This design comes from an exercise in tuning for small area on the open sky130 flow, not from production work.
Function was not checked in any run shown here: the RTL went through the layout flow alone.

==> flow/design.v, too long to show whole: its modules and the start of the top module <==
// module top: 1266 lines
// module satadd: 94 lines
// module fa_cell: 4 lines
// module or_cell: 3 lines
// module pp_array: 14 lines
// module wmux: 6 lines
// module ha_cell: 4 lines
module top (
    input  wire clk,
    input  wire rst_n,
    input  wire start,
    input  wire preload_valid,
    input  wire [5:0] preload_addr,
    input  wire [7:0] preload_data,
    input  wire [63:0] x_vector_flat,
    output wire [127:0] result_flat
);
  // ...
==> flow/flow/run.sh <==
#!/bin/bash
# The standard ORFS layout (the standard.sh, standard synthesis), with:
#  - port buffers made with buf_1 instead of the default delay buffer;
#  - clock tree synthesis with clkbuf_4, sink clusters of up to 9 within
#    55 um, and no dummy loads.
# make's output goes to standard.log; ORFS keeps each step's log under orfs/logs.
set -euo pipefail
bash standard.sh \
  BUFFER_PORTS_ARGS="-buffer_cell sky130_fd_sc_hd__buf_1" \
  CTS_ARGS="-sink_clustering_enable -repair_clock_nets -dont_use_dummy_load -buf_list sky130_fd_sc_hd__clkbuf_4 -sink_clustering_size 9 -sink_clustering_max_diameter 55" \
  finish > standard.log 2>&1
==> flow/standard.sh <==
#!/bin/bash
# synth_recipe.tcl (not shown) runs the flow's synth.tcl, then flattens the netlist and writes it again
# the make line also repeats each setting of config.mk as NAME=value (left out here)
make -C /OpenROAD-flow-scripts/flow DESIGN_CONFIG=/design/flow/config.mk WORK_HOME=/design/flow/orfs CLKGATE_MAP_FILE= SYNTH_SCRIPT=/design/flow/synth_recipe.tcl "${@:-finish}"
==> flow/config.mk <==
export PLATFORM = sky130hd
export DESIGN_NAME = top
export DESIGN_NICKNAME = top
export VERILOG_FILES = /design/flow/design.v
export SDC_FILE = /design/flow/constraint.sdc
export NUM_CORES = 4
export LEC_CHECK = 0
export CAP_MARGIN = 20
export CORE_MARGIN = 2
export CORE_UTILIZATION = 40
export SLEW_MARGIN = 20
export SYNTH_HIERARCHICAL = 1
export SYNTH_MINIMUM_KEEP_SIZE = 0
==> flow/constraint.sdc <==
create_clock -name core_clock -period 10.0 [get_ports {clk}]
set_input_delay 2.0000 -clock core_clock [delete_from_list [all_inputs] [get_ports {clk}]]
set_output_delay 2.0000 -clock core_clock [all_outputs]
set_load 0.01 [all_outputs]
==> run_results.csv, run 1 <==
group,metric,value,unit
cells_and_area,inv_count,187,
placed_design,io_buffers,209,
synthesis,synth-seq-area-share,50.6,%
synthesis,mappedNetlistArea,43500,µm²
cells_and_area,layout.area.top_class,"registers",
die,std_cell_rows,121,
cells_and_area,final_design_area_no_fill,46500,µm²
clock_network,tritoncts,"done",
timing,final-hold-violation-count,0,
synthesis,synth.distinct_cells,64,
routing,via_count,25900,
routing,drtPass1Iterations,5,
placed_design,preCtsSetupSlack,0.602,ns
cells_and_area,area_growth,6.81,%
die,coreArea,108000,µm²
clock_network,clock_latency,0.96,ns
clock_network,post_cts_repair_timing_setup_buffer_count,0,
setup_path,cp-endpoint,"acc_r2n[6]",
timing,holdWs,0.334,ns
grt,track_usage,18.4,%
cells_and_area,final_net_count,4127,
timing,actual_transition_at_the_worst_max_transition_pin,0.990,ns
synthesis,postSynthAreaPerCell,13.4,µm²
die,die_height,334,µm
outcome,run_status,"no timing/DRC/antenna violations",
synthesis,synth_enable_flop_cells,640,
grt,grt_max_degree,121,
routing,maxUsedRoutingLayer,"met5",
cells_and_area,clock_buf_count,102,
setup_path,regToRegSetupSlack,0.61,ns
cells_and_area,final-instance-count-excl-fill,4904,
timing,slew-limit-headroom,34.0,%
synthesis,post_synth_main_area_contributors,"edfxtp_1, fa_1, dfxtp_1",
==> inputs of run 2 (changes only) <==
--- a/flow/design.v
+++ b/flow/design.v
@@ -466,18 +466,109 @@
     wire t0_s359, t0_c360;
     fa_cell u_t0_s359 (.a(t0_s293), .b(t0_c326), .c(t0_s327), .s(t0_s359), .co(t0_c360));
     wire t0_s361, t0_c362;
     fa_cell u_t0_s361 (.a(t0_s297), .b(t0_c328), .c(t0_s329), .s(t0_s361), .co(t0_c362));
     wire t0_s363, t0_c364;
     fa_cell u_t0_s363 (.a(t0_s301), .b(t0_c330), .c(t0_s331), .s(t0_s363), .co(t0_c364));
     wire t0_s365, t0_c366;
     fa_cell u_t0_s365 (.a(t0_c302), .b(t0_c332), .c(t0_s333), .s(t0_s365), .co(t0_c366));
+    wire bkf_p0 = t0_s303 ^ t0_s335;
+    wire bkf_g0 = t0_s303 & t0_s335;
+    wire bkf_p1 = t0_c336 ^ t0_s337;
+    wire bkf_g1 = t0_c336 & t0_s337;
+    wire bkf_p2 = t0_c338 ^ t0_s339;
+    wire bkf_g2 = t0_c338 & t0_s339;
+    wire bkf_p3 = t0_c340 ^ t0_s341;
+    wire bkf_g3 = t0_c340 & t0_s341;
+    wire bkf_p4 = t0_c342 ^ t0_s343;
+    wire bkf_g4 = t0_c342 & t0_s343;
+    wire bkf_p5 = t0_c344 ^ t0_s345;
+    wire bkf_g5 = t0_c344 & t0_s345;
+    wire bkf_p6 = t0_c346 ^ t0_s347;
+    wire bkf_g6 = t0_c346 & t0_s347;
+    wire bkf_p7 = t0_c348 ^ t0_s349;
+    wire bkf_g7 = t0_c348 & t0_s349;
+    wire bkf_p8 = t0_c350 ^ t0_s351;
+    wire bkf_g8 = t0_c350 & t0_s351;
+    wire bkf_p9 = t0_c352 ^ t0_s353;
+    wire bkf_g9 = t0_c352 & t0_s353;
+    wire bkf_p10 = t0_c354 ^ t0_s355;
+    wire bkf_g10 = t0_c354 & t0_s355;
+    wire bkf_p11 = t0_c356 ^ t0_s357;
+    wire bkf_g11 = t0_c356 & t0_s357;
+    wire bkf_p12 = t0_c358 ^ t0_s359;
+    wire bkf_g12 = t0_c358 & t0_s359;
+    wire bkf_p13 = t0_c360 ^ t0_s361;
+    wire bkf_g13 = t0_c360 & t0_s361;
+    wire bkf_p14 = t0_c362 ^ t0_s363;
+    wire bkf_g14 = t0_c362 & t0_s363;
+    wire bkf_p15 = t0_c364 ^ t0_s365;
+    wire bkf_g15 = t0_c364 & t0_s365;
+    wire bkf_p16 = t0_c334 ^ t0_c366;
+    wire bkf_g16 = t0_c334 & t0_c366;
+    wire bkf_g0c = bkf_g0 | bkf_p0;
+    wire bkf_G1 = bkf_g1 | (bkf_p1 & bkf_g0c);
+    wire bkf_P1 = bkf_p1 & bkf_p0;
+    wire bkf_G2 = bkf_g3 | (bkf_p3 & bkf_g2);
+    wire bkf_P2 = bkf_p3 & bkf_p2;
+    wire bkf_G3 = bkf_g5 | (bkf_p5 & bkf_g4);
+    wire bkf_P3 = bkf_p5 & bkf_p4;
+    wire bkf_G4 = bkf_g7 | (bkf_p7 & bkf_g6);
+    wire bkf_P4 = bkf_p7 & bkf_p6;
+    wire bkf_G5 = bkf_g9 | (bkf_p9 & bkf_g8);
+    wire bkf_P5 = bkf_p9 & bkf_p8;
+    wire bkf_G6 = bkf_g11 | (bkf_p11 & bkf_g10);
+    wire bkf_P6 = bkf_p11 & bkf_p10;
+    wire bkf_G7 = bkf_g13 | (bkf_p13 & bkf_g12);
+    wire bkf_P7 = bkf_p13 & bkf_p12;
+    wire bkf_G8 = bkf_g15 | (bkf_p15 & bkf_g14);
+    wire bkf_P8 = bkf_p15 & bkf_p14;
+    wire bkf_G9 = bkf_G2 | (bkf_P2 & bkf_G1);
+    wire bkf_P9 = bkf_P2 & bkf_P1;
+    wire bkf_G10 = bkf_G4 | (bkf_P4 & bkf_G3);
+    wire bkf_P10 = bkf_P4 & bkf_P3;
+    wire bkf_G11 = bkf_G6 | (bkf_P6 & bkf_G5);
+    wire bkf_P11 = bkf_P6 & bkf_P5;
+    wire bkf_G12 = bkf_G8 | (bkf_P8 & bkf_G7);
+    wire bkf_P12 = bkf_P8 & bkf_P7;
+    wire bkf_G13 = bkf_G10 | (bkf_P10 & bkf_G9);
+    wire bkf_P13 = bkf_P10 & bkf_P9;
+    wire bkf_G14 = bkf_G12 | (bkf_P12 & bkf_G11);
+    wire bkf_P14 = bkf_P12 & bkf_P11;
+    wire bkf_G15 = bkf_G14 | (bkf_P14 & bkf_G13);
+    wire bkf_P15 = bkf_P14 & bkf_P13;
+    wire bkf_G16 = bkf_G11 | (bkf_P11 & bkf_G13);
+    wire bkf_P16 = bkf_P11 & bkf_P13;
+    wire bkf_G17 = bkf_G3 | (bkf_P3 & bkf_G9);
+    wire bkf_P17 = bkf_P3 & bkf_P9;
+    wire bkf_G18 = bkf_G5 | (bkf_P5 & bkf_G13);
+    wire bkf_P18 = bkf_P5 & bkf_P13;
+    wire bkf_G19 = bkf_G7 | (bkf_P7 & bkf_G16);
+    wire bkf_P19 = bkf_P7 & bkf_P16;
+    wire bkf_G20 = bkf_g2 | (bkf_p2 & bkf_G1);
+    wire bkf_P20 = bkf_p2 & bkf_P1;
+    wire bkf_G21 = bkf_g4 | (bkf_p4 & bkf_G9);
+    wire bkf_P21 = bkf_p4 & bkf_P9;
+    wire bkf_G22 = bkf_g6 | (bkf_p6 & bkf_G17);
+    wire bkf_P22 = bkf_p6 & bkf_P17;
+    wire bkf_G23 = bkf_g8 | (bkf_p8 & bkf_G13);
+    wire bkf_P23 = bkf_p8 & bkf_P13;
+    wire bkf_G24 = bkf_g10 | (bkf_p10 & bkf_G18);
+    wire bkf_P24 = bkf_p10 & bkf_P18;
+    wire bkf_G25 = bkf_g12 | (bkf_p12 & bkf_G16);
+    wire bkf_P25 = bkf_p12 & bkf_P16;
+    wire bkf_G26 = bkf_g14 | (bkf_p14 & bkf_G19);
+    wire bkf_P26 = bkf_p14 & bkf_P19;
+    wire bkf_G27 = bkf_g16 | (bkf_p16 & bkf_G15);
+    wire bkf_P27 = bkf_p16 & bkf_P15;
+    wire [16:0] bkf_sum = {(bkf_p16 ^ bkf_G15), (bkf_p15 ^ bkf_G26), (bkf_p14 ^ bkf_G19), (bkf_p13 ^ bkf_G25), (bkf_p12 ^ bkf_G16), (bkf_p11 ^ bkf_G24), (bkf_p10 ^ bkf_G18), (bkf_p9 ^ bkf_G23), (bkf_p8 ^ bkf_G13), (bkf_p7 ^ bkf_G22), (bkf_p6 ^ bkf_G17), (bkf_p5 ^ bkf_G21), (bkf_p4 ^ bkf_G9), (bkf_p3 ^ bkf_G20), (bkf_p2 ^ bkf_G1), (bkf_p1 ^ bkf_g0c), (bkf_p0 ^ 1'b1)};
+    wire [16:0] s_f = ~bkf_sum;
     wire [15:0] a_f;
-    satadd u_satf (.a({t0_c334, t0_c364, t0_c362, t0_c360, t0_c358, t0_c356, t0_c354, t0_c352, t0_c350, t0_c348, t0_c346, t0_c344, t0_c342, t0_c340, t0_c338, t0_c336, t0_s303}), .b({t0_c366, t0_s365, t0_s363, t0_s361, t0_s359, t0_s357, t0_s355, t0_s353, t0_s351, t0_s349, t0_s347, t0_s345, t0_s343, t0_s341, t0_s339, t0_s337, t0_s335}), .y(a_f));
+    sat16 u_a_f (.s(s_f), .y(a_f));
     wire [63:0] b3_pp;
     pp_array u_b3_pp (.w(wt3), .x(x3), .n(b3_pp));
     wire m3_s367, m3_c368;
     assign m3_s367 = ~(b3_pp[6] ^ b3_pp[13]);
     or_cell u_m3_c368 (.a(b3_pp[6]), .b(b3_pp[13]), .y(m3_c368));
     wire m3_s369, m3_c370;
     fa_cell u_m3_s369 (.a(b3_pp[7]), .b(b3_pp[14]), .c(b3_pp[21]), .s(m3_s369), .co(m3_c370));
     wire m3_s371, m3_c372;
@@ -656,18 +747,109 @@
     wire a3_s477, a3_c478;
     fa_cell u_a3_s477 (.a(p3_14_0), .b(p3_14_1), .c(~(acc_r1[14])), .s(a3_s477), .co(a3_c478));
     wire a3_s479, a3_c480;
     assign a3_s479 = ~(1'b0 ^ ~(acc_r1[15]));
     assign a3_c480 = 1'b0 | ~(acc_r1[15]);
     wire a3_s481, a3_c482;
     assign a3_s481 = ~(1'b0 ^ ~(acc_r1[15]));
     assign a3_c482 = 1'b0 | ~(acc_r1[15]);
+    wire bk3_p0 = p3_0_0 ^ ~(acc_r1[0]);
+    wire bk3_g0 = p3_0_0 & ~(acc_r1[0]);
+    wire bk3_p1 = ~(acc_r1[1]) ^ a3_s451;
+    wire bk3_g1 = ~(acc_r1[1]) & a3_s451;
+    wire bk3_p2 = a3_c452 ^ a3_s453;
+    wire bk3_g2 = a3_c452 & a3_s453;
+    wire bk3_p3 = a3_c454 ^ a3_s455;
+    wire bk3_g3 = a3_c454 & a3_s455;
+    wire bk3_p4 = a3_c456 ^ a3_s457;
+    wire bk3_g4 = a3_c456 & a3_s457;
+    wire bk3_p5 = a3_c458 ^ a3_s459;
+    wire bk3_g5 = a3_c458 & a3_s459;
+    wire bk3_p6 = a3_c460 ^ a3_s461;
+    wire bk3_g6 = a3_c460 & a3_s461;
+    wire bk3_p7 = a3_c462 ^ a3_s463;
+    wire bk3_g7 = a3_c462 & a3_s463;
+    wire bk3_p8 = a3_c464 ^ a3_s465;
+    wire bk3_g8 = a3_c464 & a3_s465;
+    wire bk3_p9 = a3_c466 ^ a3_s467;
+    wire bk3_g9 = a3_c466 & a3_s467;
+    wire bk3_p10 = a3_c468 ^ a3_s469;
+    wire bk3_g10 = a3_c468 & a3_s469;
+    wire bk3_p11 = a3_c470 ^ a3_s471;
+    wire bk3_g11 = a3_c470 & a3_s471;
+    wire bk3_p12 = a3_c472 ^ a3_s473;
+    wire bk3_g12 = a3_c472 & a3_s473;
+    wire bk3_p13 = a3_c474 ^ a3_s475;
+    wire bk3_g13 = a3_c474 & a3_s475;
+    wire bk3_p14 = a3_c476 ^ a3_s477;
+    wire bk3_g14 = a3_c476 & a3_s477;
+    wire bk3_p15 = a3_c478 ^ a3_s479;
+    wire bk3_g15 = a3_c478 & a3_s479;
+    wire bk3_p16 = a3_c480 ^ a3_s481;
+    wire bk3_g16 = a3_c480 & a3_s481;
+    wire bk3_g0c = bk3_g0 | bk3_p0;
+    wire bk3_G1 = bk3_g1 | (bk3_p1 & bk3_g0c);
+    wire bk3_P1 = bk3_p1 & bk3_p0;
+    wire bk3_G2 = bk3_g3 | (bk3_p3 & bk3_g2);
+    wire bk3_P2 = bk3_p3 & bk3_p2;
+    wire bk3_G3 = bk3_g5 | (bk3_p5 & bk3_g4);
+    wire bk3_P3 = bk3_p5 & bk3_p4;
+    wire bk3_G4 = bk3_g7 | (bk3_p7 & bk3_g6);
+    wire bk3_P4 = bk3_p7 & bk3_p6;
+    wire bk3_G5 = bk3_g9 | (bk3_p9 & bk3_g8);
+    wire bk3_P5 = bk3_p9 & bk3_p8;
+    wire bk3_G6 = bk3_g11 | (bk3_p11 & bk3_g10);
+    wire bk3_P6 = bk3_p11 & bk3_p10;
+    wire bk3_G7 = bk3_g13 | (bk3_p13 & bk3_g12);
+    wire bk3_P7 = bk3_p13 & bk3_p12;
+    wire bk3_G8 = bk3_g15 | (bk3_p15 & bk3_g14);
+    wire bk3_P8 = bk3_p15 & bk3_p14;
+    wire bk3_G9 = bk3_G2 | (bk3_P2 & bk3_G1);
+    wire bk3_P9 = bk3_P2 & bk3_P1;
+    wire bk3_G10 = bk3_G4 | (bk3_P4 & bk3_G3);
+    wire bk3_P10 = bk3_P4 & bk3_P3;
+    wire bk3_G11 = bk3_G6 | (bk3_P6 & bk3_G5);
+    wire bk3_P11 = bk3_P6 & bk3_P5;
+    wire bk3_G12 = bk3_G8 | (bk3_P8 & bk3_G7);
+    wire bk3_P12 = bk3_P8 & bk3_P7;
+    wire bk3_G13 = bk3_G10 | (bk3_P10 & bk3_G9);
+    wire bk3_P13 = bk3_P10 & bk3_P9;
+    wire bk3_G14 = bk3_G12 | (bk3_P12 & bk3_G11);
+    wire bk3_P14 = bk3_P12 & bk3_P11;
+    wire bk3_G15 = bk3_G14 | (bk3_P14 & bk3_G13);
+    wire bk3_P15 = bk3_P14 & bk3_P13;
+    wire bk3_G16 = bk3_G11 | (bk3_P11 & bk3_G13);
+    wire bk3_P16 = bk3_P11 & bk3_P13;
+    wire bk3_G17 = bk3_G3 | (bk3_P3 & bk3_G9);
+    wire bk3_P17 = bk3_P3 & bk3_P9;
+    wire bk3_G18 = bk3_G5 | (bk3_P5 & bk3_G13);
+    wire bk3_P18 = bk3_P5 & bk3_P13;
+    wire bk3_G19 = bk3_G7 | (bk3_P7 & bk3_G16);
+    wire bk3_P19 = bk3_P7 & bk3_P16;
+    wire bk3_G20 = bk3_g2 | (bk3_p2 & bk3_G1);
+    wire bk3_P20 = bk3_p2 & bk3_P1;
+    wire bk3_G21 = bk3_g4 | (bk3_p4 & bk3_G9);
+    wire bk3_P21 = bk3_p4 & bk3_P9;
+    wire bk3_G22 = bk3_g6 | (bk3_p6 & bk3_G17);
+    wire bk3_P22 = bk3_p6 & bk3_P17;
+    wire bk3_G23 = bk3_g8 | (bk3_p8 & bk3_G13);
+    wire bk3_P23 = bk3_p8 & bk3_P13;
+    wire bk3_G24 = bk3_g10 | (bk3_p10 & bk3_G18);
+    wire bk3_P24 = bk3_p10 & bk3_P18;
+    wire bk3_G25 = bk3_g12 | (bk3_p12 & bk3_G16);
+    wire bk3_P25 = bk3_p12 & bk3_P16;
+    wire bk3_G26 = bk3_g14 | (bk3_p14 & bk3_G19);
+    wire bk3_P26 = bk3_p14 & bk3_P19;
+    wire bk3_G27 = bk3_g16 | (bk3_p16 & bk3_G15);
+    wire bk3_P27 = bk3_p16 & bk3_P15;
+    wire [16:0] bk3_sum = {(bk3_p16 ^ bk3_G15), (bk3_p15 ^ bk3_G26), (bk3_p14 ^ bk3_G19), (bk3_p13 ^ bk3_G25), (bk3_p12 ^ bk3_G16), (bk3_p11 ^ bk3_G24), (bk3_p10 ^ bk3_G18), (bk3_p9 ^ bk3_G23), (bk3_p8 ^ bk3_G13), (bk3_p7 ^ bk3_G22), (bk3_p6 ^ bk3_G17), (bk3_p5 ^ bk3_G21), (bk3_p4 ^ bk3_G9), (bk3_p3 ^ bk3_G20), (bk3_p2 ^ bk3_G1), (bk3_p1 ^ bk3_g0c), (bk3_p0 ^ 1'b1)};
+    wire [16:0] s3 = ~bk3_sum;
     wire [15:0] a3;
-    satadd u_sat3 (.a({a3_c480, a3_c478, a3_c476, a3_c474, a3_c472, a3_c470, a3_c468, a3_c466, a3_c464, a3_c462, a3_c460, a3_c458, a3_c456, a3_c454, a3_c452, ~(acc_r1[1]), p3_0_0}), .b({a3_s481, a3_s479, a3_s477, a3_s475, a3_s473, a3_s471, a3_s469, a3_s467, a3_s465, a3_s463, a3_s461, a3_s459, a3_s457, a3_s455, a3_s453, a3_s451, ~(acc_r1[0])}), .y(a3));
+    sat16 u_a3 (.s(s3), .y(a3));
     wire [63:0] b4_pp;
     pp_array u_b4_pp (.w(wt4), .x(x4), .n(b4_pp));
     wire m4_s483, m4_c484;
     assign m4_s483 = ~(b4_pp[6] ^ b4_pp[13]);
     or_cell u_m4_c484 (.a(b4_pp[6]), .b(b4_pp[13]), .y(m4_c484));
     wire m4_s485, m4_c486;
     fa_cell u_m4_s485 (.a(b4_pp[7]), .b(b4_pp[14]), .c(b4_pp[21]), .s(m4_s485), .co(m4_c486));
     wire m4_s487, m4_c488;
@@ -786,17 +968,18 @@
     fa_cell u_a4_s593 (.a(b4_pp[63]), .b(m4_c566), .c(~(a3[14])), .s(a4_s593), .co(a4_c594));
     wire a4_s595, a4_c596;
     assign a4_s595 = ~(1'b0 ^ ~(a3[15]));
     assign a4_c596 = 1'b0 | ~(a3[15]);
     wire a4_s597, a4_c598;
     assign a4_s597 = ~(1'b0 ^ ~(a3[15]));
     assign a4_c598 = 1'b0 | ~(a3[15]);
     wire [16:0] s4 = ~({a4_c596, a4_c594, a4_c592, a4_c590, a4_c588, a4_c586, a4_c584, a4_c582, a4_c580, a4_c578, a4_c576, a4_c574, a4_c572, a4_c570, a4_c568, ~(a3[1]), b4_pp[0]} + {a4_s597, a4_s595, a4_s593, a4_s591, a4_s589, a4_s587, a4_s585, a4_s583, a4_s581, a4_s579, a4_s577, a4_s575, a4_s573, a4_s571, a4_s569, a4_s567, ~(a3[0])} + 17'd1);
-    wire [15:0] a4 = (s4[16] != s4[15]) ? (s4[16] ? 16'h8000 : 16'h7fff) : s4[15:0];
+    wire [15:0] a4;
+    sat16 u_a4 (.s(s4), .y(a4));
     wire [63:0] b5_pp;
     pp_array u_b5_pp (.w(wt5), .x(x5), .n(b5_pp));
     wire m5_s599, m5_c600;
     assign m5_s599 = ~(b5_pp[6] ^ b5_pp[13]);
     or_cell u_m5_c600 (.a(b5_pp[6]), .b(b5_pp[13]), .y(m5_c600));
     wire m5_s601, m5_c602;
     fa_cell u_m5_s601 (.a(b5_pp[7]), .b(b5_pp[14]), .c(b5_pp[21]), .s(m5_s601), .co(m5_c602));
     wire m5_s603, m5_c604;
@@ -914,18 +1097,109 @@
     wire a5_s709, a5_c710;
     fa_cell u_a5_s709 (.a(b5_pp[63]), .b(m5_c682), .c(~(a4[14])), .s(a5_s709), .co(a5_c710));
     wire a5_s711, a5_c712;
     assign a5_s711 = ~(1'b0 ^ ~(a4[15]));
     assign a5_c712 = 1'b0 | ~(a4[15]);
     wire a5_s713, a5_c714;
     assign a5_s713 = ~(1'b0 ^ ~(a4[15]));
     assign a5_c714 = 1'b0 | ~(a4[15]);
+    wire bk5_p0 = b5_pp[0] ^ ~(a4[0]);
+    wire bk5_g0 = b5_pp[0] & ~(a4[0]);
+    wire bk5_p1 = ~(a4[1]) ^ a5_s683;
+    wire bk5_g1 = ~(a4[1]) & a5_s683;
+    wire bk5_p2 = a5_c684 ^ a5_s685;
+    wire bk5_g2 = a5_c684 & a5_s685;
+    wire bk5_p3 = a5_c686 ^ a5_s687;
+    wire bk5_g3 = a5_c686 & a5_s687;
+    wire bk5_p4 = a5_c688 ^ a5_s689;
+    wire bk5_g4 = a5_c688 & a5_s689;
+    wire bk5_p5 = a5_c690 ^ a5_s691;
+    wire bk5_g5 = a5_c690 & a5_s691;
+    wire bk5_p6 = a5_c692 ^ a5_s693;
+    wire bk5_g6 = a5_c692 & a5_s693;
+    wire bk5_p7 = a5_c694 ^ a5_s695;
+    wire bk5_g7 = a5_c694 & a5_s695;
+    wire bk5_p8 = a5_c696 ^ a5_s697;
+    wire bk5_g8 = a5_c696 & a5_s697;
+    wire bk5_p9 = a5_c698 ^ a5_s699;
+    wire bk5_g9 = a5_c698 & a5_s699;
+    wire bk5_p10 = a5_c700 ^ a5_s701;
+    wire bk5_g10 = a5_c700 & a5_s701;
+    wire bk5_p11 = a5_c702 ^ a5_s703;
+    wire bk5_g11 = a5_c702 & a5_s703;
+    wire bk5_p12 = a5_c704 ^ a5_s705;
+    wire bk5_g12 = a5_c704 & a5_s705;
+    wire bk5_p13 = a5_c706 ^ a5_s707;
+    wire bk5_g13 = a5_c706 & a5_s707;
+    wire bk5_p14 = a5_c708 ^ a5_s709;
+    wire bk5_g14 = a5_c708 & a5_s709;
+    wire bk5_p15 = a5_c710 ^ a5_s711;
+    wire bk5_g15 = a5_c710 & a5_s711;
+    wire bk5_p16 = a5_c712 ^ a5_s713;
+    wire bk5_g16 = a5_c712 & a5_s713;
+    wire bk5_g0c = bk5_g0 | bk5_p0;
+    wire bk5_G1 = bk5_g1 | (bk5_p1 & bk5_g0c);
+    wire bk5_P1 = bk5_p1 & bk5_p0;
+    wire bk5_G2 = bk5_g3 | (bk5_p3 & bk5_g2);
+    wire bk5_P2 = bk5_p3 & bk5_p2;
+    wire bk5_G3 = bk5_g5 | (bk5_p5 & bk5_g4);
+    wire bk5_P3 = bk5_p5 & bk5_p4;
+    wire bk5_G4 = bk5_g7 | (bk5_p7 & bk5_g6);
+    wire bk5_P4 = bk5_p7 & bk5_p6;
+    wire bk5_G5 = bk5_g9 | (bk5_p9 & bk5_g8);
+    wire bk5_P5 = bk5_p9 & bk5_p8;
+    wire bk5_G6 = bk5_g11 | (bk5_p11 & bk5_g10);
+    wire bk5_P6 = bk5_p11 & bk5_p10;
+    wire bk5_G7 = bk5_g13 | (bk5_p13 & bk5_g12);
+    wire bk5_P7 = bk5_p13 & bk5_p12;
+    wire bk5_G8 = bk5_g15 | (bk5_p15 & bk5_g14);
+    wire bk5_P8 = bk5_p15 & bk5_p14;
+    wire bk5_G9 = bk5_G2 | (bk5_P2 & bk5_G1);
+    wire bk5_P9 = bk5_P2 & bk5_P1;
+    wire bk5_G10 = bk5_G4 | (bk5_P4 & bk5_G3);
+    wire bk5_P10 = bk5_P4 & bk5_P3;
+    wire bk5_G11 = bk5_G6 | (bk5_P6 & bk5_G5);
+    wire bk5_P11 = bk5_P6 & bk5_P5;
+    wire bk5_G12 = bk5_G8 | (bk5_P8 & bk5_G7);
+    wire bk5_P12 = bk5_P8 & bk5_P7;
+    wire bk5_G13 = bk5_G10 | (bk5_P10 & bk5_G9);
+    wire bk5_P13 = bk5_P10 & bk5_P9;
+    wire bk5_G14 = bk5_G12 | (bk5_P12 & bk5_G11);
+    wire bk5_P14 = bk5_P12 & bk5_P11;
+    wire bk5_G15 = bk5_G14 | (bk5_P14 & bk5_G13);
+    wire bk5_P15 = bk5_P14 & bk5_P13;
+    wire bk5_G16 = bk5_G11 | (bk5_P11 & bk5_G13);
+    wire bk5_P16 = bk5_P11 & bk5_P13;
+    wire bk5_G17 = bk5_G3 | (bk5_P3 & bk5_G9);
+    wire bk5_P17 = bk5_P3 & bk5_P9;
+    wire bk5_G18 = bk5_G5 | (bk5_P5 & bk5_G13);
+    wire bk5_P18 = bk5_P5 & bk5_P13;
+    wire bk5_G19 = bk5_G7 | (bk5_P7 & bk5_G16);
+    wire bk5_P19 = bk5_P7 & bk5_P16;
+    wire bk5_G20 = bk5_g2 | (bk5_p2 & bk5_G1);
+    wire bk5_P20 = bk5_p2 & bk5_P1;
+    wire bk5_G21 = bk5_g4 | (bk5_p4 & bk5_G9);
+    wire bk5_P21 = bk5_p4 & bk5_P9;
+    wire bk5_G22 = bk5_g6 | (bk5_p6 & bk5_G17);
+    wire bk5_P22 = bk5_p6 & bk5_P17;
+    wire bk5_G23 = bk5_g8 | (bk5_p8 & bk5_G13);
+    wire bk5_P23 = bk5_p8 & bk5_P13;
+    wire bk5_G24 = bk5_g10 | (bk5_p10 & bk5_G18);
+    wire bk5_P24 = bk5_p10 & bk5_P18;
+    wire bk5_G25 = bk5_g12 | (bk5_p12 & bk5_G16);
+    wire bk5_P25 = bk5_p12 & bk5_P16;
+    wire bk5_G26 = bk5_g14 | (bk5_p14 & bk5_G19);
+    wire bk5_P26 = bk5_p14 & bk5_P19;
+    wire bk5_G27 = bk5_g16 | (bk5_p16 & bk5_G15);
+    wire bk5_P27 = bk5_p16 & bk5_P15;
+    wire [16:0] bk5_sum = {(bk5_p16 ^ bk5_G15), (bk5_p15 ^ bk5_G26), (bk5_p14 ^ bk5_G19), (bk5_p13 ^ bk5_G25), (bk5_p12 ^ bk5_G16), (bk5_p11 ^ bk5_G24), (bk5_p10 ^ bk5_G18), (bk5_p9 ^ bk5_G23), (bk5_p8 ^ bk5_G13), (bk5_p7 ^ bk5_G22), (bk5_p6 ^ bk5_G17), (bk5_p5 ^ bk5_G21), (bk5_p4 ^ bk5_G9), (bk5_p3 ^ bk5_G20), (bk5_p2 ^ bk5_G1), (bk5_p1 ^ bk5_g0c), (bk5_p0 ^ 1'b1)};
+    wire [16:0] s5 = ~bk5_sum;
     wire [15:0] a5;
-    satadd u_sat5 (.a({a5_c712, a5_c710, a5_c708, a5_c706, a5_c704, a5_c702, a5_c700, a5_c698, a5_c696, a5_c694, a5_c692, a5_c690, a5_c688, a5_c686, a5_c684, ~(a4[1]), b5_pp[0]}), .b({a5_s713, a5_s711, a5_s709, a5_s707, a5_s705, a5_s703, a5_s701, a5_s699, a5_s697, a5_s695, a5_s693, a5_s691, a5_s689, a5_s687, a5_s685, a5_s683, ~(a4[0])}), .y(a5));
+    sat16 u_a5 (.s(s5), .y(a5));
     wire [63:0] b6_pp;
     pp_array u_b6_pp (.w(wt6), .x(x6), .n(b6_pp));
     wire m6_s715, m6_c716;
     assign m6_s715 = ~(b6_pp[6] ^ b6_pp[13]);
     or_cell u_m6_c716 (.a(b6_pp[6]), .b(b6_pp[13]), .y(m6_c716));
     wire m6_s717, m6_c718;
     fa_cell u_m6_s717 (.a(b6_pp[7]), .b(b6_pp[14]), .c(b6_pp[21]), .s(m6_s717), .co(m6_c718));
     wire m6_s719, m6_c720;
@@ -1104,18 +1378,109 @@
     wire a6_s825, a6_c826;
     fa_cell u_a6_s825 (.a(p6_14_0), .b(p6_14_1), .c(~(acc_r2[14])), .s(a6_s825), .co(a6_c826));
     wire a6_s827, a6_c828;
     assign a6_s827 = ~(1'b0 ^ ~(acc_r2[15]));
     assign a6_c828 = 1'b0 | ~(acc_r2[15]);
     wire a6_s829, a6_c830;
     assign a6_s829 = ~(1'b0 ^ ~(acc_r2[15]));
     assign a6_c830 = 1'b0 | ~(acc_r2[15]);
+    wire bk6_p0 = p6_0_0 ^ ~(acc_r2[0]);
+    wire bk6_g0 = p6_0_0 & ~(acc_r2[0]);
+    wire bk6_p1 = ~(acc_r2[1]) ^ a6_s799;
+    wire bk6_g1 = ~(acc_r2[1]) & a6_s799;
+    wire bk6_p2 = a6_c800 ^ a6_s801;
+    wire bk6_g2 = a6_c800 & a6_s801;
+    wire bk6_p3 = a6_c802 ^ a6_s803;
+    wire bk6_g3 = a6_c802 & a6_s803;
+    wire bk6_p4 = a6_c804 ^ a6_s805;
+    wire bk6_g4 = a6_c804 & a6_s805;
+    wire bk6_p5 = a6_c806 ^ a6_s807;
+    wire bk6_g5 = a6_c806 & a6_s807;
+    wire bk6_p6 = a6_c808 ^ a6_s809;
+    wire bk6_g6 = a6_c808 & a6_s809;
+    wire bk6_p7 = a6_c810 ^ a6_s811;
+    wire bk6_g7 = a6_c810 & a6_s811;
+    wire bk6_p8 = a6_c812 ^ a6_s813;
+    wire bk6_g8 = a6_c812 & a6_s813;
+    wire bk6_p9 = a6_c814 ^ a6_s815;
+    wire bk6_g9 = a6_c814 & a6_s815;
+    wire bk6_p10 = a6_c816 ^ a6_s817;
+    wire bk6_g10 = a6_c816 & a6_s817;
+    wire bk6_p11 = a6_c818 ^ a6_s819;
+    wire bk6_g11 = a6_c818 & a6_s819;
+    wire bk6_p12 = a6_c820 ^ a6_s821;
+    wire bk6_g12 = a6_c820 & a6_s821;
+    wire bk6_p13 = a6_c822 ^ a6_s823;
+    wire bk6_g13 = a6_c822 & a6_s823;
+    wire bk6_p14 = a6_c824 ^ a6_s825;
+    wire bk6_g14 = a6_c824 & a6_s825;
+    wire bk6_p15 = a6_c826 ^ a6_s827;
+    wire bk6_g15 = a6_c826 & a6_s827;
+    wire bk6_p16 = a6_c828 ^ a6_s829;
+    wire bk6_g16 = a6_c828 & a6_s829;
+    wire bk6_g0c = bk6_g0 | bk6_p0;
+    wire bk6_G1 = bk6_g1 | (bk6_p1 & bk6_g0c);
+    wire bk6_P1 = bk6_p1 & bk6_p0;
+    wire bk6_G2 = bk6_g3 | (bk6_p3 & bk6_g2);
+    wire bk6_P2 = bk6_p3 & bk6_p2;
+    wire bk6_G3 = bk6_g5 | (bk6_p5 & bk6_g4);
+    wire bk6_P3 = bk6_p5 & bk6_p4;
+    wire bk6_G4 = bk6_g7 | (bk6_p7 & bk6_g6);
+    wire bk6_P4 = bk6_p7 & bk6_p6;
+    wire bk6_G5 = bk6_g9 | (bk6_p9 & bk6_g8);
+    wire bk6_P5 = bk6_p9 & bk6_p8;
+    wire bk6_G6 = bk6_g11 | (bk6_p11 & bk6_g10);
+    wire bk6_P6 = bk6_p11 & bk6_p10;
+    wire bk6_G7 = bk6_g13 | (bk6_p13 & bk6_g12);
+    wire bk6_P7 = bk6_p13 & bk6_p12;
+    wire bk6_G8 = bk6_g15 | (bk6_p15 & bk6_g14);
+    wire bk6_P8 = bk6_p15 & bk6_p14;
+    wire bk6_G9 = bk6_G2 | (bk6_P2 & bk6_G1);
+    wire bk6_P9 = bk6_P2 & bk6_P1;
+    wire bk6_G10 = bk6_G4 | (bk6_P4 & bk6_G3);
+    wire bk6_P10 = bk6_P4 & bk6_P3;
+    wire bk6_G11 = bk6_G6 | (bk6_P6 & bk6_G5);
+    wire bk6_P11 = bk6_P6 & bk6_P5;
+    wire bk6_G12 = bk6_G8 | (bk6_P8 & bk6_G7);
+    wire bk6_P12 = bk6_P8 & bk6_P7;
+    wire bk6_G13 = bk6_G10 | (bk6_P10 & bk6_G9);
+    wire bk6_P13 = bk6_P10 & bk6_P9;
+    wire bk6_G14 = bk6_G12 | (bk6_P12 & bk6_G11);
+    wire bk6_P14 = bk6_P12 & bk6_P11;
+    wire bk6_G15 = bk6_G14 | (bk6_P14 & bk6_G13);
+    wire bk6_P15 = bk6_P14 & bk6_P13;
+    wire bk6_G16 = bk6_G11 | (bk6_P11 & bk6_G13);
+    wire bk6_P16 = bk6_P11 & bk6_P13;
+    wire bk6_G17 = bk6_G3 | (bk6_P3 & bk6_G9);
+    wire bk6_P17 = bk6_P3 & bk6_P9;
+    wire bk6_G18 = bk6_G5 | (bk6_P5 & bk6_G13);
+    wire bk6_P18 = bk6_P5 & bk6_P13;
+    wire bk6_G19 = bk6_G7 | (bk6_P7 & bk6_G16);
+    wire bk6_P19 = bk6_P7 & bk6_P16;
+    wire bk6_G20 = bk6_g2 | (bk6_p2 & bk6_G1);
+    wire bk6_P20 = bk6_p2 & bk6_P1;
+    wire bk6_G21 = bk6_g4 | (bk6_p4 & bk6_G9);
+    wire bk6_P21 = bk6_p4 & bk6_P9;
+    wire bk6_G22 = bk6_g6 | (bk6_p6 & bk6_G17);
+    wire bk6_P22 = bk6_p6 & bk6_P17;
+    wire bk6_G23 = bk6_g8 | (bk6_p8 & bk6_G13);
+    wire bk6_P23 = bk6_p8 & bk6_P13;
+    wire bk6_G24 = bk6_g10 | (bk6_p10 & bk6_G18);
+    wire bk6_P24 = bk6_p10 & bk6_P18;
+    wire bk6_G25 = bk6_g12 | (bk6_p12 & bk6_G16);
+    wire bk6_P25 = bk6_p12 & bk6_P16;
+    wire bk6_G26 = bk6_g14 | (bk6_p14 & bk6_G19);
+    wire bk6_P26 = bk6_p14 & bk6_P19;
+    wire bk6_G27 = bk6_g16 | (bk6_p16 & bk6_G15);
+    wire bk6_P27 = bk6_p16 & bk6_P15;
+    wire [16:0] bk6_sum = {(bk6_p16 ^ bk6_G15), (bk6_p15 ^ bk6_G26), (bk6_p14 ^ bk6_G19), (bk6_p13 ^ bk6_G25), (bk6_p12 ^ bk6_G16), (bk6_p11 ^ bk6_G24), (bk6_p10 ^ bk6_G18), (bk6_p9 ^ bk6_G23), (bk6_p8 ^ bk6_G13), (bk6_p7 ^ bk6_G22), (bk6_p6 ^ bk6_G17), (bk6_p5 ^ bk6_G21), (bk6_p4 ^ bk6_G9), (bk6_p3 ^ bk6_G20), (bk6_p2 ^ bk6_G1), (bk6_p1 ^ bk6_g0c), (bk6_p0 ^ 1'b1)};
+    wire [16:0] s6 = ~bk6_sum;
     wire [15:0] a6;
-    satadd u_sat6 (.a({a6_c828, a6_c826, a6_c824, a6_c822, a6_c820, a6_c818, a6_c816, a6_c814, a6_c812, a6_c810, a6_c808, a6_c806, a6_c804, a6_c802, a6_c800, ~(acc_r2[1]), p6_0_0}), .b({a6_s829, a6_s827, a6_s825, a6_s823, a6_s821, a6_s819, a6_s817, a6_s815, a6_s813, a6_s811, a6_s809, a6_s807, a6_s805, a6_s803, a6_s801, a6_s799, ~(acc_r2[0])}), .y(a6));
+    sat16 u_a6 (.s(s6), .y(a6));
     wire [63:0] b7_pp;
     pp_array u_b7_pp (.w(wt7), .x(x7), .n(b7_pp));
     wire m7_s831, m7_c832;
     assign m7_s831 = ~(b7_pp[6] ^ b7_pp[13]);
     or_cell u_m7_c832 (.a(b7_pp[6]), .b(b7_pp[13]), .y(m7_c832));
     wire m7_s833, m7_c834;
     fa_cell u_m7_s833 (.a(b7_pp[7]), .b(b7_pp[14]), .c(b7_pp[21]), .s(m7_s833), .co(m7_c834));
     wire m7_s835, m7_c836;
@@ -1233,18 +1598,109 @@
     wire a7_s941, a7_c942;
     fa_cell u_a7_s941 (.a(b7_pp[63]), .b(m7_c914), .c(~(a6[14])), .s(a7_s941), .co(a7_c942));
     wire a7_s943, a7_c944;
     assign a7_s943 = ~(1'b0 ^ ~(a6[15]));
     assign a7_c944 = 1'b0 | ~(a6[15]);
     wire a7_s945, a7_c946;
     assign a7_s945 = ~(1'b0 ^ ~(a6[15]));
     assign a7_c946 = 1'b0 | ~(a6[15]);
+    wire bk7_p0 = b7_pp[0] ^ ~(a6[0]);
+    wire bk7_g0 = b7_pp[0] & ~(a6[0]);
+    wire bk7_p1 = ~(a6[1]) ^ a7_s915;
+    wire bk7_g1 = ~(a6[1]) & a7_s915;
+    wire bk7_p2 = a7_c916 ^ a7_s917;
+    wire bk7_g2 = a7_c916 & a7_s917;
+    wire bk7_p3 = a7_c918 ^ a7_s919;
+    wire bk7_g3 = a7_c918 & a7_s919;
+    wire bk7_p4 = a7_c920 ^ a7_s921;
+    wire bk7_g4 = a7_c920 & a7_s921;
+    wire bk7_p5 = a7_c922 ^ a7_s923;
+    wire bk7_g5 = a7_c922 & a7_s923;
+    wire bk7_p6 = a7_c924 ^ a7_s925;
+    wire bk7_g6 = a7_c924 & a7_s925;
+    wire bk7_p7 = a7_c926 ^ a7_s927;
+    wire bk7_g7 = a7_c926 & a7_s927;
+    wire bk7_p8 = a7_c928 ^ a7_s929;
+    wire bk7_g8 = a7_c928 & a7_s929;
+    wire bk7_p9 = a7_c930 ^ a7_s931;
+    wire bk7_g9 = a7_c930 & a7_s931;
+    wire bk7_p10 = a7_c932 ^ a7_s933;
+    wire bk7_g10 = a7_c932 & a7_s933;
+    wire bk7_p11 = a7_c934 ^ a7_s935;
+    wire bk7_g11 = a7_c934 & a7_s935;
+    wire bk7_p12 = a7_c936 ^ a7_s937;
+    wire bk7_g12 = a7_c936 & a7_s937;
+    wire bk7_p13 = a7_c938 ^ a7_s939;
+    wire bk7_g13 = a7_c938 & a7_s939;
+    wire bk7_p14 = a7_c940 ^ a7_s941;
+    wire bk7_g14 = a7_c940 & a7_s941;
+    wire bk7_p15 = a7_c942 ^ a7_s943;
+    wire bk7_g15 = a7_c942 & a7_s943;
+    wire bk7_p16 = a7_c944 ^ a7_s945;
+    wire bk7_g16 = a7_c944 & a7_s945;
+    wire bk7_g0c = bk7_g0 | bk7_p0;
+    wire bk7_G1 = bk7_g1 | (bk7_p1 & bk7_g0c);
+    wire bk7_P1 = bk7_p1 & bk7_p0;
+    wire bk7_G2 = bk7_g3 | (bk7_p3 & bk7_g2);
+    wire bk7_P2 = bk7_p3 & bk7_p2;
+    wire bk7_G3 = bk7_g5 | (bk7_p5 & bk7_g4);
+    wire bk7_P3 = bk7_p5 & bk7_p4;
+    wire bk7_G4 = bk7_g7 | (bk7_p7 & bk7_g6);
+    wire bk7_P4 = bk7_p7 & bk7_p6;
+    wire bk7_G5 = bk7_g9 | (bk7_p9 & bk7_g8);
+    wire bk7_P5 = bk7_p9 & bk7_p8;
+    wire bk7_G6 = bk7_g11 | (bk7_p11 & bk7_g10);
+    wire bk7_P6 = bk7_p11 & bk7_p10;
+    wire bk7_G7 = bk7_g13 | (bk7_p13 & bk7_g12);
+    wire bk7_P7 = bk7_p13 & bk7_p12;
+    wire bk7_G8 = bk7_g15 | (bk7_p15 & bk7_g14);
+    wire bk7_P8 = bk7_p15 & bk7_p14;
+    wire bk7_G9 = bk7_G2 | (bk7_P2 & bk7_G1);
+    wire bk7_P9 = bk7_P2 & bk7_P1;
+    wire bk7_G10 = bk7_G4 | (bk7_P4 & bk7_G3);
+    wire bk7_P10 = bk7_P4 & bk7_P3;
+    wire bk7_G11 = bk7_G6 | (bk7_P6 & bk7_G5);
+    wire bk7_P11 = bk7_P6 & bk7_P5;
+    wire bk7_G12 = bk7_G8 | (bk7_P8 & bk7_G7);
+    wire bk7_P12 = bk7_P8 & bk7_P7;
+    wire bk7_G13 = bk7_G10 | (bk7_P10 & bk7_G9);
+    wire bk7_P13 = bk7_P10 & bk7_P9;
+    wire bk7_G14 = bk7_G12 | (bk7_P12 & bk7_G11);
+    wire bk7_P14 = bk7_P12 & bk7_P11;
+    wire bk7_G15 = bk7_G14 | (bk7_P14 & bk7_G13);
+    wire bk7_P15 = bk7_P14 & bk7_P13;
+    wire bk7_G16 = bk7_G11 | (bk7_P11 & bk7_G13);
+    wire bk7_P16 = bk7_P11 & bk7_P13;
+    wire bk7_G17 = bk7_G3 | (bk7_P3 & bk7_G9);
+    wire bk7_P17 = bk7_P3 & bk7_P9;
+    wire bk7_G18 = bk7_G5 | (bk7_P5 & bk7_G13);
+    wire bk7_P18 = bk7_P5 & bk7_P13;
+    wire bk7_G19 = bk7_G7 | (bk7_P7 & bk7_G16);
+    wire bk7_P19 = bk7_P7 & bk7_P16;
+    wire bk7_G20 = bk7_g2 | (bk7_p2 & bk7_G1);
+    wire bk7_P20 = bk7_p2 & bk7_P1;
+    wire bk7_G21 = bk7_g4 | (bk7_p4 & bk7_G9);
+    wire bk7_P21 = bk7_p4 & bk7_P9;
+    wire bk7_G22 = bk7_g6 | (bk7_p6 & bk7_G17);
+    wire bk7_P22 = bk7_p6 & bk7_P17;
+    wire bk7_G23 = bk7_g8 | (bk7_p8 & bk7_G13);
+    wire bk7_P23 = bk7_p8 & bk7_P13;
+    wire bk7_G24 = bk7_g10 | (bk7_p10 & bk7_G18);
+    wire bk7_P24 = bk7_p10 & bk7_P18;
+    wire bk7_G25 = bk7_g12 | (bk7_p12 & bk7_G16);
+    wire bk7_P25 = bk7_p12 & bk7_P16;
+    wire bk7_G26 = bk7_g14 | (bk7_p14 & bk7_G19);
+    wire bk7_P26 = bk7_p14 & bk7_P19;
+    wire bk7_G27 = bk7_g16 | (bk7_p16 & bk7_G15);
+    wire bk7_P27 = bk7_p16 & bk7_P15;
+    wire [16:0] bk7_sum = {(bk7_p16 ^ bk7_G15), (bk7_p15 ^ bk7_G26), (bk7_p14 ^ bk7_G19), (bk7_p13 ^ bk7_G25), (bk7_p12 ^ bk7_G16), (bk7_p11 ^ bk7_G24), (bk7_p10 ^ bk7_G18), (bk7_p9 ^ bk7_G23), (bk7_p8 ^ bk7_G13), (bk7_p7 ^ bk7_G22), (bk7_p6 ^ bk7_G17), (bk7_p5 ^ bk7_G21), (bk7_p4 ^ bk7_G9), (bk7_p3 ^ bk7_G20), (bk7_p2 ^ bk7_G1), (bk7_p1 ^ bk7_g0c), (bk7_p0 ^ 1'b1)};
+    wire [16:0] s7 = ~bk7_sum;
     wire [15:0] a7;
-    satadd u_sat7 (.a({a7_c944, a7_c942, a7_c940, a7_c938, a7_c936, a7_c934, a7_c932, a7_c930, a7_c928, a7_c926, a7_c924, a7_c922, a7_c920, a7_c918, a7_c916, ~(a6[1]), b7_pp[0]}), .b({a7_s945, a7_s943, a7_s941, a7_s939, a7_s937, a7_s935, a7_s933, a7_s931, a7_s929, a7_s927, a7_s925, a7_s923, a7_s921, a7_s919, a7_s917, a7_s915, ~(a6[0])}), .y(a7));
+    sat16 u_a7 (.s(s7), .y(a7));
     reg [15:0] result_n [0:7];
     reg none;
     wire shift = (cnt >= 5'd3) && (cnt <= 5'd10);
     integer i;
     always @(posedge clk or negedge rst_n) begin
         if (!rst_n)
             none <= 1'b1;
         else if (cnt == 5'd17)
@@ -1259,110 +1715,16 @@
     end
     genvar r;
     generate
         for (r = 0; r < 8; r = r + 1) begin : OUT
             assign result_flat[16*r +: 16] = ~(result_n[r] | {16{none}});
         end
     endgenerate
 endmodule
-module satadd (input wire [16:0] a, input wire [16:0] b, output wire [15:0] y);
-    wire p0 = a[0] ^ b[0];
-    wire g0 = a[0] & b[0];
-    wire p1 = a[1] ^ b[1];
-    wire g1 = a[1] & b[1];
-    wire p2 = a[2] ^ b[2];
-    wire g2 = a[2] & b[2];
-    wire p3 = a[3] ^ b[3];
-    wire g3 = a[3] & b[3];
-    wire p4 = a[4] ^ b[4];
-    wire g4 = a[4] & b[4];
-    wire p5 = a[5] ^ b[5];
-    wire g5 = a[5] & b[5];
-    wire p6 = a[6] ^ b[6];
-    wire g6 = a[6] & b[6];
-    wire p7 = a[7] ^ b[7];
-    wire g7 = a[7] & b[7];
-    wire p8 = a[8] ^ b[8];
-    wire g8 = a[8] & b[8];
-    wire p9 = a[9] ^ b[9];
-    wire g9 = a[9] & b[9];
-    wire p10 = a[10] ^ b[10];
-    wire g10 = a[10] & b[10];
-    wire p11 = a[11] ^ b[11];
-    wire g11 = a[11] & b[11];
-    wire p12 = a[12] ^ b[12];
-    wire g12 = a[12] & b[12];
-    wire p13 = a[13] ^ b[13];
-    wire g13 = a[13] & b[13];
-    wire p14 = a[14] ^ b[14];
-    wire g14 = a[14] & b[14];
-    wire p15 = a[15] ^ b[15];
-    wire g15 = a[15] & b[15];
-    wire p16 = a[16] ^ b[16];
-    wire g16 = a[16] & b[16];
-    wire g0c = g0 | p0;
-    wire G1 = g1 | (p1 & g0c);
-    wire P1 = p1 & p0;
-    wire G2 = g3 | (p3 & g2);
-    wire P2 = p3 & p2;
-    wire G3 = g5 | (p5 & g4);
-    wire P3 = p5 & p4;
-    wire G4 = g7 | (p7 & g6);
-    wire P4 = p7 & p6;
-    wire G5 = g9 | (p9 & g8);
-    wire P5 = p9 & p8;
-    wire G6 = g11 | (p11 & g10);
-    wire P6 = p11 & p10;
-    wire G7 = g13 | (p13 & g12);
-    wire P7 = p13 & p12;
-    wire G8 = g15 | (p15 & g14);
-    wire P8 = p15 & p14;
-    wire G9 = G2 | (P2 & G1);
-    wire P9 = P2 & P1;
-    wire G10 = G4 | (P4 & G3);
-    wire P10 = P4 & P3;
-    wire G11 = G6 | (P6 & G5);
-    wire P11 = P6 & P5;
-    wire G12 = G8 | (P8 & G7);
-    wire P12 = P8 & P7;
-    wire G13 = G10 | (P10 & G9);
-    wire P13 = P10 & P9;
-    wire G14 = G12 | (P12 & G11);
-    wire P14 = P12 & P11;
-    wire G15 = G14 | (P14 & G13);
-    wire P15 = P14 & P13;
-    wire G16 = G11 | (P11 & G13);
-    wire P16 = P11 & P13;
-    wire G17 = G3 | (P3 & G9);
-    wire P17 = P3 & P9;
-    wire G18 = G5 | (P5 & G13);
-    wire P18 = P5 & P13;
-    wire G19 = G7 | (P7 & G16);
-    wire P19 = P7 & P16;
-    wire G20 = g2 | (p2 & G1);
-    wire P20 = p2 & P1;
-    wire G21 = g4 | (p4 & G9);
-    wire P21 = p4 & P9;
-    wire G22 = g6 | (p6 & G17);
-    wire P22 = p6 & P17;
-    wire G23 = g8 | (p8 & G13);
-    wire P23 = p8 & P13;
-    wire G24 = g10 | (p10 & G18);
-    wire P24 = p10 & P18;
-    wire G25 = g12 | (p12 & G16);
-    wire P25 = p12 & P16;
-    wire G26 = g14 | (p14 & G19);
-    wire P26 = p14 & P19;
-    wire G27 = g16 | (p16 & G15);
-    wire P27 = p16 & P15;
-    wire [16:0] sum = {(p16 ^ G15), (p15 ^ G26), (p14 ^ G19), (p13 ^ G25), (p12 ^ G16), (p11 ^ G24), (p10 ^ G18), (p9 ^ G23), (p8 ^ G13), (p7 ^ G22), (p6 ^ G17), (p5 ^ G21), (p4 ^ G9), (p3 ^ G20), (p2 ^ G1), (p1 ^ g0c), (p0 ^ 1'b1)};
-    wire [16:0] s = ~sum;
-    assign y = (s[16] != s[15]) ? (s[16] ? 16'h8000 : 16'h7fff) : s[15:0];
-endmodule
 module fa_cell (input wire a, input wire b, input wire c, output wire s, output wire co);
     assign s  = a ^ b ^ c;
     assign co = (a & b) | (a & c) | (b & c);
 endmodule
 module or_cell (input wire a, input wire b, output wire y);
     assign y = a | b;
 endmodule
 module pp_array (input wire [7:0] w, input wire [7:0] x, output wire [63:0] n);
@@ -1374,16 +1736,19 @@
                     assign n[8*i + j] = w[i] & x[j];
                 end else begin : P
                     assign n[8*i + j] = ~(w[i] & x[j]);
                 end
             end
         end
     endgenerate
 endmodule
+module sat16 (input wire [16:0] s, output wire [15:0] y);
+    assign y = (s[16] != s[15]) ? (s[16] ? 16'h8000 : 16'h7fff) : s[15:0];
+endmodule
 module wmux (input wire [7:0] sel, input wire [63:0] w, output wire [7:0] y);
     assign y = ({8{sel[0]}} & w[7:0])   | ({8{sel[1]}} & w[15:8])  |
                ({8{sel[2]}} & w[23:16]) | ({8{sel[3]}} & w[31:24]) |
                ({8{sel[4]}} & w[39:32]) | ({8{sel[5]}} & w[47:40]) |
                ({8{sel[6]}} & w[55:48]) | ({8{sel[7]}} & w[63:56]);
 endmodule
 module ha_cell (input wire a, input wire b, output wire s, output wire co);
     assign s  = a ^ b;
==> run_results.csv, run 2 <==
group,metric,value,unit
grt,grt_overflow,0,
grt,first_global_vias,27400,
routing,drtPass1Iterations,6,
timing,pins_over_their_slew_limit,0,
cells_and_area,top_register,"w",
grt,grt_max_degree,130,
routing,detail-route-antenna-nets,0,
synthesis,synth_top_area_share,44.2,%
grt,track_usage,18.9,%
clock_network,cts_inserted_buffers,100,
synthesis,syn_nets,3885,
cells_and_area,mostFrequentLayoutCells,"edfxtp_1, fa_1, nand2_1",
setup_path,worstPathBufferInverterCount,8,
synthesis,largest_family_of_logic_cells_by_synthesized_area,"adder cells",
cells_and_area,drive_above_1_share,8.25,%
setup_path,worstPathMaxFanout,16,
routing,drt_wl_total,103000,µm
synthesis,mappedNetlistArea,43400,µm²
flow_run,maxCapViolCount,0,
timing,timing.final.setup_violations,0,
timing,skew,0.124,ns
setup_path,slowest_delay,0.58,ns
synthesis,post_synth_inst_count,3236,
synthesis,synth_async_sr_flop_share,1.16,%
worst_hold_path,hold_class,"reg2reg",
cells_and_area,final_net_count,4140,
synthesis,yosys.area_share.adder,24.0,%
synthesis,yosys_register_bits,779,
clock_network,clock_latency,0.94,ns
die,floorplan.die.width,334,µm
synthesis,synth_enable_flop_cells,640,
setup_path,worstSetupEndpointType,"flip-flop",
clock_network,clkSlewWorstSetupHoldPaths,0.10,ns
routing,post_route_drc_violation_count,0,
placed_design,io_buffers,209,
setup_path,critical_path.top_delay_family,"adder cells",
synthesis,yosys.area_share.simple,9.92,%
synthesis,synth.distinct_cells,65,
synthesis,synth-seq-area-share,50.7,%
grt,first_pass_grt_wire_length,162000,µm
synthesis,synth_commonest_cells,"edfxtp_1, fa_1, nand2_1, a22oi_1, inv_1",
setup_path,launch_instance_of_the_worst_register_to_register_path,"p3_2_0",
setup_path,worst-endpoint-required,10.80,ns
synthesis,synth_warnings,9,
outcome,run_status,"no timing/DRC/antenna violations",
timing,period_minus_slack,9.51,ns
clock_network,ctsHoldBuffers,0,
setup_path,timing_startpoint_of_the_critical_path,"p3_2_0",
synthesis,post_synth_main_area_contributors,"edfxtp_1, fa_1, dfxtp_1",
cells_and_area,largest_register_ff_count,512,
routing,via_count,25800,
setup_path,critical-path-top-cell-by-count,"inv_1",
timing,slew-limit-headroom,32.2,%
setup_path,cp.arrival,10.31,ns
routing,vias_per_cell,5.28,
routing,drt_first_iter_violations,1915,
cells_and_area,largestRegisters,"w (512), result_n (128)",
placed_design,detailed_place_hpwl,73500,µm
placed_design,final_wtd_congestion,0.841,
synthesis,post_synth_mux_area_share,0.0461,%
timing,final-hold-violation-count,0,
die,floorplan.die_area,111000,µm²
die,die_height,334,µm
cells_and_area,leading_cell_type_in_the_layout_fill_and_taps_excluded,"edfxtp_1",
synthesis,synthMostInstantiatedCell,"edfxtp_1",
timing,max_freq,105,MHz
routing,route.detailed.wl_per_inst,21.1,µm
setup_path,critical_path_class,"reg2reg",
cells_and_area,post-route-util,43.4,%
timing,fin_crit_sh,95.1,%
clock_network,numClockSinks,779,
worst_hold_path,holdCritStartpoint,"x7_1[3]",
synthesis,postSynthAreaPerCell,13.4,µm²
die,coreArea,107000,µm²
synthesis,post_synth_xor_area_fraction,1.94,%
timing,holdWs,0.321,ns
clock_network,cts_root_buffer,"clkbuf_4",
synthesis,yosysTopAreaCell,"edfxtp_1",
synthesis,synth_compound_area_share,9.02,%
clock_network,htree_num_levels,3,
die,io_pins,210,
clock_network,tritoncts,"done",
synthesis,dominantRegCellSynth,"edfxtp_1",
die,initial_utilization,40.5,%
cells_and_area,area_growth,7.22,%
die,std_cell_rows,120,
timing,actual_transition_at_the_worst_max_transition_pin,1.02,ns
setup_path,crit_path_start_kind,"flip-flop",
setup_path,cpMaxStageDelayCell,"fa_1",
grt,grt_antenna_before_repair,11,
clock_network,max-clock-path-buffers,3,
## run 2: cell count changes after synthesis, sizes merged, moves of 10 or more
cell,delta
a21o,+110
ha,+12
maj3,-90
nand2,-18
a21oi,-29
xor2,-10
## run 2: per-stage QoR
step | cell area (µm²) | worst slack, ns | TNS [ns] | cells
final | 46600 | 0.492 | 0 | 4898
after global routing | 46600 | -0.0443 | -0.356 | 4896
after CTS | 46400 | 0.0413 | 0 | 4883
after detailed placement | 45600 | 0.0611 | 0 | 4783
after global placement | 45600 | 0.202 | 0 | 4782
after floorplan | 43500 | 0.361 | 0 | 3236
## run 2: per-layer routing
layer	track usage (%)	routed length (µm)	vias up
li1	-	-	11800
met4	5.85	2860	12
met3	3.74	7220	183
met1	26.5	45900	13000
met2	29.7	47200	856
met5	0	69	-
## run 2: modules after synthesis, one instance, submodules excluded
module	flip-flops and latches	cell area [µm²]	copies in the design	cells inside
top	779	28400	1	1698
or_cell	0	6.26	45	1
fa_cell	0	20.0	403	1
sat16	0	201	6	23
wmux	0	379	8	48
pp_array	0	313	8	71
## run 2: timing repair
item / CTS / global route
endpoints found under the setup margin: 0 / 16
gates resized for setup: 0 / 16
buffers inserted: 0 / 8
## run 2: cell type report
type,count,area [µm²]
repair buffers,321,1670
multi-input cells,2109,19700
fillers,9724,60800
well taps,1403,1760
inverters,180,676
flip-flops and latches,779,22100
diodes,6,15.0
clock buffers,100,751
## run 2: worst paths after layout
kind / end / slack (ns) / cells after the start
worst max-delay path: acc_r2n[13] / 0.49 / 41
worst min-delay path: x7_2[3] / 0.32 / 0
worst min register to register: x7_2[3] / 0.32 / 0
worst max register to register: acc_r2n[13] / 0.49 / 41
min in group asynchronous: cnt[1] / 1.19 / 2
max in group asynchronous: cnt[3] / 8.21 / 2
## run 2: worst register-to-register path: cells and delay by family (launching register included)
kind | cells | cell delay, ns
xor+xnor | 2 | 0.35
simple gates | 5 | 0.77
buf+inv | 8 | 0.77
flops | 1 | 0.33
compound gates | 15 | 3.13
fa+ha+maj | 11 | 4.09
## run 2: logic make-up after synthesis
logic type      Yosys count
mux                       2
compound gates          538
fa+ha+maj               567
buf+inv                 348
flops                   779
simple gates            906
xor+xnor                 96

separate check: timing with driven ports:
How much do the figures lean on ideal ports? The routed layouts below were timed once more, with nothing changed but the port constraints.
Step 1, drivers: a clkbuf_16 drives clk and a buf_2 each remaining input, both assumed.
Step 2 times the ports against the registers' clock, not the clock port: input delays grow and output delays shrink by t, the midpoint of the rising clock arrivals with the driver on.
a / b / c = no drivers / after step 1 / after step 2; a / b = the first two.
run	t, ns	setup WS [ns]	worst setup path after step 2	latest minus earliest clock arrival (ns)	worst register clock-pin slew, ns
run 1	0.953	0.609 / 0.609 / 0.609	register to register	0.166 / 0.166	0.11 / 0.11
run 2	0.951	0.492 / 0.492 / 0.492	register to register	0.131 / 0.131	0.11 / 0.11
After both steps every run listed still meets setup and hold.
